This is an optimization exercise on Yosys and OpenROAD, whose aim is a short achievable clock period and few clock cycles, not a production implementation. Only simulation tests tie the RTL to the original design; equivalence was not proved.

==> v14 <==
==> flow/design.v (excerpt) <==
module core(input wire I_clk,
    input wire I_reset,
    input wire I_irq_active,
    input wire MEM_ready,
    input wire[15:0] MEM_data_in,
    input wire MEM_data_ready,
    output reg O_irq_ack,
    output reg MEM_exec,
    output reg MEM_write,
    output reg[1:0] MEM_size,
    output reg[15:0] MEM_addr,
    output reg[15:0] MEM_data_out);
Settings: LEC_CHECK=0, ABC_CLOCK_PERIOD_IN_PS=2400, CAP_MARGIN=20, CORE_MARGIN=2, CORE_UTILIZATION=40, SETUP_SLACK_MARGIN=4.6, SLEW_MARGIN=20, TNS_END_PERCENT=100; clock period 7.0 ns.
run.sh (not shown) runs the stock make flow with config.mk's settings and CLKGATE_MAP_FILE= SYNTH_SCRIPT=/design/flow/synth_recipe.tcl, a recipe that flattens the netlist after the stock synthesis.
==> v39 (differences from v14) <==
--- a/flow/design.v
+++ b/flow/design.v
@@ -67,15 +67,15 @@
     localparam CMP     = 4'b1001;
     localparam SHIFT   = 4'b1010;
     localparam JMP     = 4'b1011;
     localparam JMPC    = 4'b1100;
     localparam SPECIAL = 4'b1101;
     localparam STACK   = 4'b1110;
 localparam OK_FETCH = 2'd0, OK_KILL = 2'd1, OK_READ = 2'd2, OK_WRITE = 2'd3;
-localparam M_RUN = 3'd0, M_DRAIN = 3'd1, M_ACK = 3'd2, M_NUM = 3'd3, M_PUSH = 3'd4, M_VEC = 3'd5;
+localparam M_RUN = 3'd0, M_DRAIN = 3'd1, M_ACK = 3'd2, M_NUM = 3'd3, M_PUSH = 3'd4;
 localparam W_SUM = 3'd0, W_LOG = 3'd1, W_SHF = 3'd2, W_CMP = 3'd3, W_SP = 3'd4, W_LD = 3'd5;
 localparam APP = 16'h0064;
 localparam CI = 4;
 localparam DW = 30;               
 reg        r_fetch;              
 reg        o_v;                  
 reg [1:0]  o_kind;
@@ -91,16 +91,15 @@
 reg [127:0] rf;                  
 localparam CN = 1 << CI, TW = 15 - CI;
 reg [CN-1:0]       cv;
 reg [CN*TW-1:0]    ctag;
 reg [CN*16-1:0]    cdat;
 reg        d_v;
 reg [15:0] d_ir, d_pc;
-reg        x_v;
-reg [1:0]  x_st;
+reg        x_v, x_st;
 reg [15:0] x_ir, x_pc;
 reg [15:0] A, B, bop, lop, moff, tgt_rel;
 reg        cin;
 reg [15:0] sum_q, log_q, shf_q, sp_q, ld_q;
 reg [4:0]  cmp_q;
 reg        w_v, w_en1, w_en2;
 reg [2:0]  w_a1, w_a2, w_sel;
@@ -165,148 +164,127 @@
         if (w_mask[1]) rB_v[15:8] = res[15:8];
     end
 end
 wire [15:0] imm4 = dm ? {12'b0, d_ir[4:1]} : {{12{d_ir[4]}}, d_ir[4:1]};
 wire [15:0] bsrc = d_ir[0] ? imm4 : rB_v;
 wire fill = MEM_data_ready && o_v && (o_kind == OK_FETCH || o_kind == OK_KILL);
 wire [CI-1:0] fidx = o_addr[CI:1];
-wire [15:0] fpc2;
-add16 add_fpc2(.a(fpc), .b(16'd2), .ci(1'b0), .s(fpc2));
+wire [15:0] fpc2 = fpc + 16'd2;
 wire hc_f   = cv[fpc[CI:1]]     && ctag[TW*fpc[CI:1] +: TW]     == fpc[15:CI+1]     && !(fill && fidx == fpc[CI:1]);
 wire hc_f2  = cv[fpc2[CI:1]]    && ctag[TW*fpc2[CI:1] +: TW]    == fpc2[15:CI+1]    && !(fill && fidx == fpc2[CI:1]);
 wire hc_rel = cv[tgt_rel[CI:1]] && ctag[TW*tgt_rel[CI:1] +: TW] == tgt_rel[15:CI+1] && !(fill && fidx == tgt_rel[CI:1]);
+wire hc_A   = cv[A[CI:1]]       && ctag[TW*A[CI:1] +: TW]       == A[15:CI+1]       && !(fill && fidx == A[CI:1]);
+wire hc_B   = cv[B[CI:1]]       && ctag[TW*B[CI:1] +: TW]       == B[15:CI+1]       && !(fill && fidx == B[CI:1]);
 wire [15:0] cd_f   = cdat[16*fpc[CI:1] +: 16];
 wire [15:0] cd_f2  = cdat[16*fpc2[CI:1] +: 16];
 wire [15:0] cd_rel = cdat[16*tgt_rel[CI:1] +: 16];
+wire [15:0] cd_A   = cdat[16*A[CI:1] +: 16];
+wire [15:0] cd_B   = cdat[16*B[CI:1] +: 16];
 reg hit;                         
 reg [15:0] cdata;                
 wire acc = MEM_exec && MEM_ready;
-wire x_first = x_v && x_st == 2'd0;
-wire x_wait = x_v && x_st == 2'd1;
-wire reti_fin = x_v && x_st == 2'd2;    
+wire x_first = x_v && !x_st;
+wire x_wait = x_v && x_st;
 reg  br_taken;                   
 wire [2:0] d_c = d_ir[11:9];
 wire d_flag = (d_c == 3'd0) ? rA_v[0] : (d_c == 3'd1) ? rA_v[1] : (d_c == 3'd2) ? rA_v[2] :
               (d_c == 3'd3) ? rA_v[3] : (d_c == 3'd4) ? rA_v[4] : 1'b0;
 wire d_taken = dop == JMP || (dop == JMPC && d_flag);
 wire [15:0] br_tgt = br_rel ? tgt_rel : is_jmp ? A : B;
 wire wr_done = x_wait && is_wrop && acc && !r_fetch;
 wire rd_done = x_wait && is_rdop && MEM_data_ready && o_v && o_kind == OK_READ;
-wire x_done = (x_first && !is_memop) || wr_done || (rd_done && !is_reti) || reti_fin;
+wire x_done = (x_first && !is_memop) || wr_done || rd_done;
 wire x_free = !x_v || x_done;
 wire redirect_br = x_first && br_taken;
-wire redirect_reti = reti_fin;
-wire irq_vec_go = mode == M_VEC;
+wire redirect_reti = rd_done && is_reti;
+wire irq_vec_go = mode == M_PUSH && acc;
 wire redirect = redirect_br || redirect_reti || irq_vec_go;
 wire [15:0] vec = APP + {irqn[14:0], 1'b0};
-wire rt_hit = redirect_br && br_rel && hc_rel;
-wire [15:0] rt_cd = cd_rel;
-wire [15:0] rtgt = redirect_reti ? ld_q : irq_vec_go ? vec : br_tgt;
+wire rt_hit = redirect_br && (br_rel ? hc_rel : is_jmp ? hc_A : hc_B);
+wire [15:0] rt_cd = br_rel ? cd_rel : is_jmp ? cd_A : cd_B;
+wire [15:0] rtgt = redirect_reti ? MEM_data_in : irq_vec_go ? vec : br_tgt;
 wire irq_take = mode == M_RUN && ie && irq_q && x_free && !redirect;
 wire kill = redirect || irq_take;
 wire o_live = o_v && o_kind == OK_FETCH;
 wire fc = MEM_data_ready && o_live;
 wire ch = mode == M_RUN && hit && !o_live && ib_cnt != 2'd2;
 wire d_adv = d_v && x_free && !hazard && !kill;
 wire d_load = (!d_v || d_adv) && !kill && mode == M_RUN && (ib_cnt != 2'd0 || fc || ch);
 wire [15:0] new_instr = fc ? MEM_data_in : cdata;
 wire [15:0] d_src = (ib_cnt != 2'd0) ? (ib_rp ? ib1 : ib0) : new_instr;
 wire ib_pop = d_load && ib_cnt != 2'd0;
 wire ib_keep = (fc || ch) && !(d_load && ib_cnt == 2'd0);
 wire fetch_ok = ({1'b0, ib_cnt} + {2'b0, o_live}) <= 3'd1;
-wire [15:0] maddr, sum_d, sp_d, tgt_d;
-add16 add_maddr(.a(A), .b(moff), .ci(1'b0), .s(maddr));
-add16 add_sum(.a(A), .b(bop), .ci(cin), .s(sum_d));
-add16 add_sp(.a(A), .b(is_push ? 16'hFFFE : 16'h0002), .ci(1'b0), .s(sp_d));
-add16 add_tgt(.a(d_pc), .b((dop == JMP) ? {{8{d_ir[7]}}, d_ir[7:0]} : {{11{d_ir[4]}}, d_ir[4:0]}), .ci(1'b0), .s(tgt_d));
+wire [15:0] maddr = A + moff;
 wire [15:0] wdata = (is_push && x_ir[0]) ? x_pc : B;
 wire dreq = x_first && is_memop;
 wire eq = A == B;
 wire lt = m ? (A < B) : ($signed(A) < $signed(B));
 wire gt = !lt && !eq;
-reg        q_ld, q_ld_d, q_write, q_write_i;
-reg [1:0]  q_size, q_size_i;
-reg [15:0] q_addr, q_addr_i, q_dout, q_dout_i;
-always @(*) begin
-    q_ld = 1'b1;
-    q_ld_d = 1'b0;
-    q_write = 1'b0;
-    q_size = 2'd2;
-    q_addr = fpc;
-    q_dout = npc;
-    if (mode == M_NUM) begin
-        q_ld_d = 1'b1;
-        q_write = 1'b1;
-        q_addr = rf[127:112] - 16'd2;
-    end
-    else if (dreq) begin
-        q_ld_d = 1'b1;
-        q_write = is_wrop;
-        q_size = msize;
-        q_addr = maddr;
-        q_dout = wdata;
-    end
-    else if (redirect) begin
-        q_addr = rtgt;
-    end
-    else if (MEM_exec) begin
-        q_ld = 1'b0;
-    end
-end
 integer i;
 always @(posedge I_clk) begin
     if (I_reset) begin
         MEM_exec <= 1'b0;
         r_fetch <= 1'b0;
         o_v <= 1'b0;
         o_kind <= OK_FETCH;
         fpc <= 16'h0000;
         npc <= 16'h0000;
         ib_cnt <= 2'd0;
         ib_wp <= 1'b0;
         ib_rp <= 1'b0;
         d_v <= 1'b0;
         x_v <= 1'b0;
-        x_st <= 2'd0;
+        x_st <= 1'b0;
         w_v <= 1'b0;
         ie <= 1'b0;
         rec <= 1'b0;
         irq_q <= 1'b0;
         mode <= M_RUN;
         O_irq_ack <= 1'b0;
         for (i = 0; i < 8; i = i + 1)
             rf[16*i +: 16] <= 16'h0000;
         cv <= {CN{1'b0}};
         hit <= 1'b0;
     end
     else begin
         irq_q <= I_irq_active;
-        if (mode == M_NUM || dreq) begin
+        if (mode == M_NUM) begin
             MEM_exec <= 1'b1;
             r_fetch <= 1'b0;
+            MEM_write <= 1'b1;
+            MEM_size <= 2'd2;
+            MEM_addr <= rf[127:112] - 16'd2;
+            MEM_data_out <= npc;
+        end
+        else if (dreq) begin
+            MEM_exec <= 1'b1;
+            r_fetch <= 1'b0;
+            MEM_write <= is_wrop;
+            MEM_size <= msize;
+            MEM_addr <= maddr;
+            MEM_data_out <= wdata;
         end
         else if (redirect) begin
             MEM_exec <= !rt_hit;
             r_fetch <= 1'b1;
+            MEM_write <= 1'b0;
+            MEM_size <= 2'd2;
+            MEM_addr <= rtgt;
         end
         else if (irq_take || acc || (ch && r_fetch)) begin
             MEM_exec <= 1'b0;
         end
         else if (!MEM_exec && mode == M_RUN && fetch_ok && !hit) begin
             MEM_exec <= 1'b1;
             r_fetch <= 1'b1;
+            MEM_write <= 1'b0;
+            MEM_size <= 2'd2;
+            MEM_addr <= fpc;
         end
-        MEM_write <= q_ld ? q_write : q_write_i;
-        q_write_i <= q_ld ? q_write : MEM_write;
-        MEM_size <= q_ld ? q_size : q_size_i;
-        q_size_i <= q_ld ? q_size : MEM_size;
-        MEM_addr <= q_ld ? q_addr : q_addr_i;
-        q_addr_i <= q_ld ? q_addr : MEM_addr;
-        MEM_data_out <= q_ld_d ? q_dout : q_dout_i;
-        q_dout_i <= q_ld_d ? q_dout : MEM_data_out;
         if (redirect) begin
             fpc <= rtgt;
             hit <= rt_hit;
             cdata <= rt_cd;
         end
         else if ((acc && r_fetch) || ch) begin
             fpc <= fpc2;
@@ -315,16 +293,16 @@
         end
         else begin
             hit <= hc_f;
             cdata <= cd_f;
         end
         if (acc) begin
             o_v <= 1'b1;
-            o_addr <= q_addr_i;
-            o_kind <= r_fetch ? ((kill || ch) ? OK_KILL : OK_FETCH) : (q_write_i ? OK_WRITE : OK_READ);
+            o_addr <= MEM_addr;
+            o_kind <= r_fetch ? ((kill || ch) ? OK_KILL : OK_FETCH) : (MEM_write ? OK_WRITE : OK_READ);
         end
         else begin
             if (MEM_data_ready)
                 o_v <= 1'b0;
             if (kill && o_kind == OK_FETCH)
                 o_kind <= OK_KILL;
         end
@@ -339,19 +317,15 @@
         end
         if (kill) begin
             ib_cnt <= 2'd0;
             ib_wp <= 1'b0;
             ib_rp <= 1'b0;
         end
         else begin
-            case ({ib_keep, ib_pop})
-                2'b10: ib_cnt <= ib_cnt + 2'd1;
-                2'b01: ib_cnt <= ib_cnt - 2'd1;
-                default: ;
-            endcase
+            ib_cnt <= ib_cnt + {1'b0, ib_keep} - {1'b0, ib_pop};
             if (ib_keep) ib_wp <= !ib_wp;
             if (ib_pop) ib_rp <= !ib_rp;
         end
         if (redirect)
             npc <= rtgt;
         else if (irq_take)
             npc <= d_v ? d_pc : npc;
@@ -363,45 +337,42 @@
             d_v <= 1'b1;
         end
         else if (d_adv || kill) begin
             d_v <= 1'b0;
         end
         if (d_adv) begin
             x_v <= 1'b1;
-            x_st <= 2'd0;
+            x_st <= 1'b0;
             x_ir <= d_ir;
             x_dec <= d_dec;
             br_taken <= d_taken;
             x_pc <= d_pc;
             A <= rA_v;
             B <= rB_v;
             bop <= (dop == SUB) ? ~bsrc : bsrc;
             cin <= dop == SUB;
             lop <= dm ? {11'b0, d_ir[4:0]} : rB_v;
             moff <= (dop == READ) ? {{11{d_ir[4]}}, d_ir[4:0]} :
                     (dop == WRITE) ? {{11{d_ir[11]}}, d_ir[11:9], d_ir[1:0]} :
                     (dop == STACK && !dm) ? 16'hFFFE : 16'h0000;
-            tgt_rel <= tgt_d;
+            tgt_rel <= d_pc + ((dop == JMP) ? {{8{d_ir[7]}}, d_ir[7:0]} : {{11{d_ir[4]}}, d_ir[4:0]});
         end
         else if (x_done) begin
             x_v <= 1'b0;
         end
-        else if (x_first) begin
-            x_st <= 2'd1;
-        end
-        else if (rd_done) begin
-            x_st <= 2'd2;
+        else if (x_v) begin
+            x_st <= 1'b1;
         end
         if (x_first) begin
-            sum_q <= sum_d;
+            sum_q <= A + bop + {15'b0, cin};
             log_q <= is_or ? (A | lop) : is_and ? (A & lop) : is_xor ? (A ^ lop) :
                      is_not ? ~A : is_load ? {x_ir[7:0], x_ir[7:0]} : x_pc;
             shf_q <= x_ir[4] ? 16'h0000 : (m ? (A >> x_ir[3:0]) : (A << x_ir[3:0]));
             cmp_q <= {B == 16'h0000, A == 16'h0000, lt, gt, eq};
-            sp_q <= sp_d;
+            sp_q <= is_push ? A - 16'd2 : A + 16'd2;
             if (is_ei) begin
                 ie <= 1'b1;
                 rec <= 1'b1;
             end
             if (is_di) begin
                 ie <= 1'b0;
                 rec <= 1'b0;
@@ -444,20 +415,17 @@
                 mode <= M_NUM;
             end
             M_NUM: begin
                 irqn <= MEM_data_in;
                 rf[127:112] <= rf[127:112] - 16'd2;
                 mode <= M_PUSH;
             end
-            M_PUSH: begin
-                if (acc)
-                    mode <= M_VEC;
-            end
             default: begin
-                mode <= M_RUN;
+                if (acc)
+                    mode <= M_RUN;
             end
         endcase
     end
 end
 endmodule
 module idec(input wire [15:0] i, output wire [29:0] o);
      localparam ADD     = 4'b0000;
@@ -509,50 +477,7 @@
 wire [2:0] sel = (is_add || is_sub) ? W_SUM : is_logic ? W_LOG : is_shift ? W_SHF :
                  is_cmp ? W_CMP : (is_read || is_pop) ? W_LD : W_SP;
 wire [1:0] mask = is_load ? (m ? 2'b10 : 2'b01) : 2'b11;
 wire [1:0] msize = (is_read || is_write) ? (m ? 2'd2 : 2'd1) : 2'd2;
 assign o = {msize, mask, sel, a1, br_rel, wen2, wen1, is_memop, is_wrop, is_rdop, is_push, is_reti,
             is_di, is_ei, is_jmpc, is_jmp, is_load, is_write, is_read, is_not, is_xor, is_and, is_or, is_sub};
 endmodule
-module add16(input wire [15:0] a, input wire [15:0] b, input wire ci, output wire [15:0] s);
-wire [15:0] p = a ^ b;
-wire [15:0] g0 = (a & b) | {15'b0, p[0] & ci};
-wire [15:0] g1, p1, g2, p2, g3, p3, g4;
-genvar i;
-generate
-    for (i = 0; i < 16; i = i + 1) begin : l1
-        if (i < 1) begin : lo
-            assign g1[i] = g0[i];
-            assign p1[i] = p[i];
-        end else begin : hi
-            assign g1[i] = g0[i] | (p[i] & g0[i-1]);
-            assign p1[i] = p[i] & p[i-1];
-        end
-    end
-    for (i = 0; i < 16; i = i + 1) begin : l2
-        if (i < 2) begin : lo
-            assign g2[i] = g1[i];
-            assign p2[i] = p1[i];
-        end else begin : hi
-            assign g2[i] = g1[i] | (p1[i] & g1[i-2]);
-            assign p2[i] = p1[i] & p1[i-2];
-        end
-    end
-    for (i = 0; i < 16; i = i + 1) begin : l3
-        if (i < 4) begin : lo
-            assign g3[i] = g2[i];
-            assign p3[i] = p2[i];
-        end else begin : hi
-            assign g3[i] = g2[i] | (p2[i] & g2[i-4]);
-            assign p3[i] = p2[i] & p2[i-4];
-        end
-    end
-    for (i = 0; i < 16; i = i + 1) begin : l4
-        if (i < 8) begin : lo
-            assign g4[i] = g3[i];
-        end else begin : hi
-            assign g4[i] = g3[i] | (p3[i] & g3[i-8]);
-        end
-    end
-endgenerate
-assign s = p ^ {g4[14:0], ci};
-endmodule
==> v32 (differences from v14) <==
--- a/flow/design.v
+++ b/flow/design.v
@@ -167,30 +167,51 @@
 end
 wire [15:0] imm4 = dm ? {12'b0, d_ir[4:1]} : {{12{d_ir[4]}}, d_ir[4:1]};
 wire [15:0] bsrc = d_ir[0] ? imm4 : rB_v;
 wire fill = MEM_data_ready && o_v && (o_kind == OK_FETCH || o_kind == OK_KILL);
 wire [CI-1:0] fidx = o_addr[CI:1];
 wire [15:0] fpc2;
 add16 add_fpc2(.a(fpc), .b(16'd2), .ci(1'b0), .s(fpc2));
-wire hc_f   = cv[fpc[CI:1]]     && ctag[TW*fpc[CI:1] +: TW]     == fpc[15:CI+1]     && !(fill && fidx == fpc[CI:1]);
-wire hc_f2  = cv[fpc2[CI:1]]    && ctag[TW*fpc2[CI:1] +: TW]    == fpc2[15:CI+1]    && !(fill && fidx == fpc2[CI:1]);
-wire hc_rel = cv[tgt_rel[CI:1]] && ctag[TW*tgt_rel[CI:1] +: TW] == tgt_rel[15:CI+1] && !(fill && fidx == tgt_rel[CI:1]);
+wire [CN-1:0] m_f, m_r;
+wire [TW-1:0] ftag = fpc[15:CI+1], ftag1 = fpc[15:CI+1] + 1'b1, rtag = tgt_rel[15:CI+1];
+genvar gi;
+generate
+    for (gi = 0; gi < CN; gi = gi + 1) begin : cmpg
+        assign m_f[gi] = cv[gi] && ctag[TW*gi +: TW] == ftag;
+        assign m_r[gi] = cv[gi] && ctag[TW*gi +: TW] == rtag;
+    end
+endgenerate
+wire [CI-1:0] fi = fpc[CI:1], fi2 = fpc[CI:1] + 1'b1, ri = tgt_rel[CI:1];
+wire m_f2 = (fi != {CI{1'b1}}) ? m_f[fi2] : (cv[0] && ctag[TW-1:0] == ftag1);
+wire hc_f   = m_f[fi] && !(fill && fidx == fi);
+wire hc_f2  = m_f2 && !(fill && fidx == fi2);
+wire hc_rel = m_r[ri] && !(fill && fidx == ri);
 wire [15:0] cd_f   = cdat[16*fpc[CI:1] +: 16];
-wire [15:0] cd_f2  = cdat[16*fpc2[CI:1] +: 16];
+wire [15:0] cd_f2  = cdat[16*fi2 +: 16];
 wire [15:0] cd_rel = cdat[16*tgt_rel[CI:1] +: 16];
 reg hit;                         
 reg [15:0] cdata;                
 wire acc = MEM_exec && MEM_ready;
 wire x_first = x_v && x_st == 2'd0;
 wire x_wait = x_v && x_st == 2'd1;
 wire reti_fin = x_v && x_st == 2'd2;    
 reg  br_taken;                   
 wire [2:0] d_c = d_ir[11:9];
-wire d_flag = (d_c == 3'd0) ? rA_v[0] : (d_c == 3'd1) ? rA_v[1] : (d_c == 3'd2) ? rA_v[2] :
-              (d_c == 3'd3) ? rA_v[3] : (d_c == 3'd4) ? rA_v[4] : 1'b0;
+reg [7:0] fl;
+integer k;
+always @(*)
+    for (k = 0; k < 8; k = k + 1)
+        fl[k] = (d_c == 3'd0) ? rf[16*k] : (d_c == 3'd1) ? rf[16*k+1] : (d_c == 3'd2) ? rf[16*k+2] :
+                (d_c == 3'd3) ? rf[16*k+3] : (d_c == 3'd4) ? rf[16*k+4] : 1'b0;
+wire res_fl = (d_c == 3'd0) ? res[0] : (d_c == 3'd1) ? res[1] : (d_c == 3'd2) ? res[2] :
+              (d_c == 3'd3) ? res[3] : (d_c == 3'd4) ? res[4] : 1'b0;
+wire sp_fl = (d_c == 3'd0) ? sp_q[0] : (d_c == 3'd1) ? sp_q[1] : (d_c == 3'd2) ? sp_q[2] :
+             (d_c == 3'd3) ? sp_q[3] : (d_c == 3'd4) ? sp_q[4] : 1'b0;
+wire d_flag = (w_v && w_en1 && w_mask[0] && w_a1 == d_ra) ? res_fl :
+              (w_v && w_en2 && w_a2 == d_ra) ? sp_fl : fl[d_ra];
 wire d_taken = dop == JMP || (dop == JMPC && d_flag);
 wire [15:0] br_tgt = br_rel ? tgt_rel : is_jmp ? A : B;
 wire wr_done = x_wait && is_wrop && acc && !r_fetch;
 wire rd_done = x_wait && is_rdop && MEM_data_ready && o_v && o_kind == OK_READ;
 wire x_done = (x_first && !is_memop) || wr_done || (rd_done && !is_reti) || reti_fin;
 wire x_free = !x_v || x_done;
 wire redirect_br = x_first && br_taken;
@@ -219,17 +240,17 @@
 add16 add_sp(.a(A), .b(is_push ? 16'hFFFE : 16'h0002), .ci(1'b0), .s(sp_d));
 add16 add_tgt(.a(d_pc), .b((dop == JMP) ? {{8{d_ir[7]}}, d_ir[7:0]} : {{11{d_ir[4]}}, d_ir[4:0]}), .ci(1'b0), .s(tgt_d));
 wire [15:0] wdata = (is_push && x_ir[0]) ? x_pc : B;
 wire dreq = x_first && is_memop;
 wire eq = A == B;
 wire lt = m ? (A < B) : ($signed(A) < $signed(B));
 wire gt = !lt && !eq;
-reg        q_ld, q_ld_d, q_write, q_write_i;
-reg [1:0]  q_size, q_size_i;
-reg [15:0] q_addr, q_addr_i, q_dout, q_dout_i;
+reg        q_ld, q_ld_d, q_write;
+reg [1:0]  q_size;
+reg [15:0] q_addr, q_dout;
 always @(*) begin
     q_ld = 1'b1;
     q_ld_d = 1'b0;
     q_write = 1'b0;
     q_size = 2'd2;
     q_addr = fpc;
     q_dout = npc;
@@ -252,14 +273,18 @@
         q_ld = 1'b0;
     end
 end
 integer i;
 always @(posedge I_clk) begin
     if (I_reset) begin
         MEM_exec <= 1'b0;
+        MEM_write <= 1'b0;
+        MEM_size <= 2'd0;
+        MEM_addr <= 16'h0000;
+        MEM_data_out <= 16'h0000;
         r_fetch <= 1'b0;
         o_v <= 1'b0;
         o_kind <= OK_FETCH;
         fpc <= 16'h0000;
         npc <= 16'h0000;
         ib_cnt <= 2'd0;
         ib_wp <= 1'b0;
@@ -291,22 +316,21 @@
         else if (irq_take || acc || (ch && r_fetch)) begin
             MEM_exec <= 1'b0;
         end
         else if (!MEM_exec && mode == M_RUN && fetch_ok && !hit) begin
             MEM_exec <= 1'b1;
             r_fetch <= 1'b1;
         end
-        MEM_write <= q_ld ? q_write : q_write_i;
-        q_write_i <= q_ld ? q_write : MEM_write;
-        MEM_size <= q_ld ? q_size : q_size_i;
-        q_size_i <= q_ld ? q_size : MEM_size;
-        MEM_addr <= q_ld ? q_addr : q_addr_i;
-        q_addr_i <= q_ld ? q_addr : MEM_addr;
-        MEM_data_out <= q_ld_d ? q_dout : q_dout_i;
-        q_dout_i <= q_ld_d ? q_dout : MEM_data_out;
+        if (q_ld) begin
+            MEM_write <= q_write;
+            MEM_size <= q_size;
+            MEM_addr <= q_addr;
+        end
+        if (q_ld_d)
+            MEM_data_out <= q_dout;
         if (redirect) begin
             fpc <= rtgt;
             hit <= rt_hit;
             cdata <= rt_cd;
         end
         else if ((acc && r_fetch) || ch) begin
             fpc <= fpc2;
@@ -315,16 +339,16 @@
         end
         else begin
             hit <= hc_f;
             cdata <= cd_f;
         end
         if (acc) begin
             o_v <= 1'b1;
-            o_addr <= q_addr_i;
-            o_kind <= r_fetch ? ((kill || ch) ? OK_KILL : OK_FETCH) : (q_write_i ? OK_WRITE : OK_READ);
+            o_addr <= MEM_addr;
+            o_kind <= r_fetch ? ((kill || ch) ? OK_KILL : OK_FETCH) : (MEM_write ? OK_WRITE : OK_READ);
         end
         else begin
             if (MEM_data_ready)
                 o_v <= 1'b0;
             if (kill && o_kind == OK_FETCH)
                 o_kind <= OK_KILL;
         end
==> results.cfg <==
[run_status]
status = finished clean

[placed_design]
preCtsSetupSlack_ps = 1321
dp_hpwl_um = 158500

[sta]
layout_setup_ws_ps = 3724

[worst_setup_path]
crit_buf_inv = 2
# the run above: v39

==> results.cfg <==
[run_status]
status = finished clean

[placed_design]
preCtsSetupSlack_ps = 1970
gp_congestion = 0.9418
dp_hpwl_um = 135300

[final_layout]
final_util_pct = 53.06
# the run above: v14

==> results.cfg <==
[yosys]
synthAdderAreaFrac_pct = 2.905

[worst_setup_path]
crit_buf_inv = 1

[placed_design]
dp_hpwl_um = 136600

[run_status]
status = finished clean

[sta]
layout_setup_ws_ps = 4042
# the run above: v32

Testbench counts of v14, summed over its fixed seeds: cycles 96,845.
Testbench counts of v39, summed over its fixed seeds: cycles 96,845.
Testbench counts of v32, summed over its fixed seeds: cycles 96,845.

-- separate check: timing with driven ports --
The results above use ideal ports. As a check the final layouts listed here were re-extracted and re-timed, cells and wires unchanged.
Step 1 (the two cells are an assumption about what drives the block):
set clk [get_ports {I_clk}]
set_driving_cell -lib_cell sky130_fd_sc_hd__clkbuf_16 $clk
set_driving_cell -lib_cell sky130_fd_sc_hd__buf_2 [delete_from_list [all_inputs] $clk]
Step 2 also shifts input and output timing later by t, the mid clock arrival at the registers, as if the neighbouring blocks saw the same clock.
Three values: no drivers, after step 1, after step 2; two values: the first two.
| run | shift t [ns] | setup slack, ns | worst setup path at the end | clock arrival spread, ns | pins driven straight from the clock port |
|---|---|---|---|---|---|
| v14 | 0.829 | 3.859 / 3.859 / 3.072 | input to register | 0.035 / 0.034 | 1 |
| v39 | 0.835 | 3.724 / 3.682 / 2.848 | input to register | 0.072 / 0.071 | 1 |
| v32 | 0.816 | 4.042 / 4.003 / 3.188 | input to register | 0.049 / 0.049 | 1 |
After both steps setup and hold are still met in every run listed. The setup slack of v39, which loses most, moves by -0.042 ns with the drivers and by -0.876 ns with both steps.
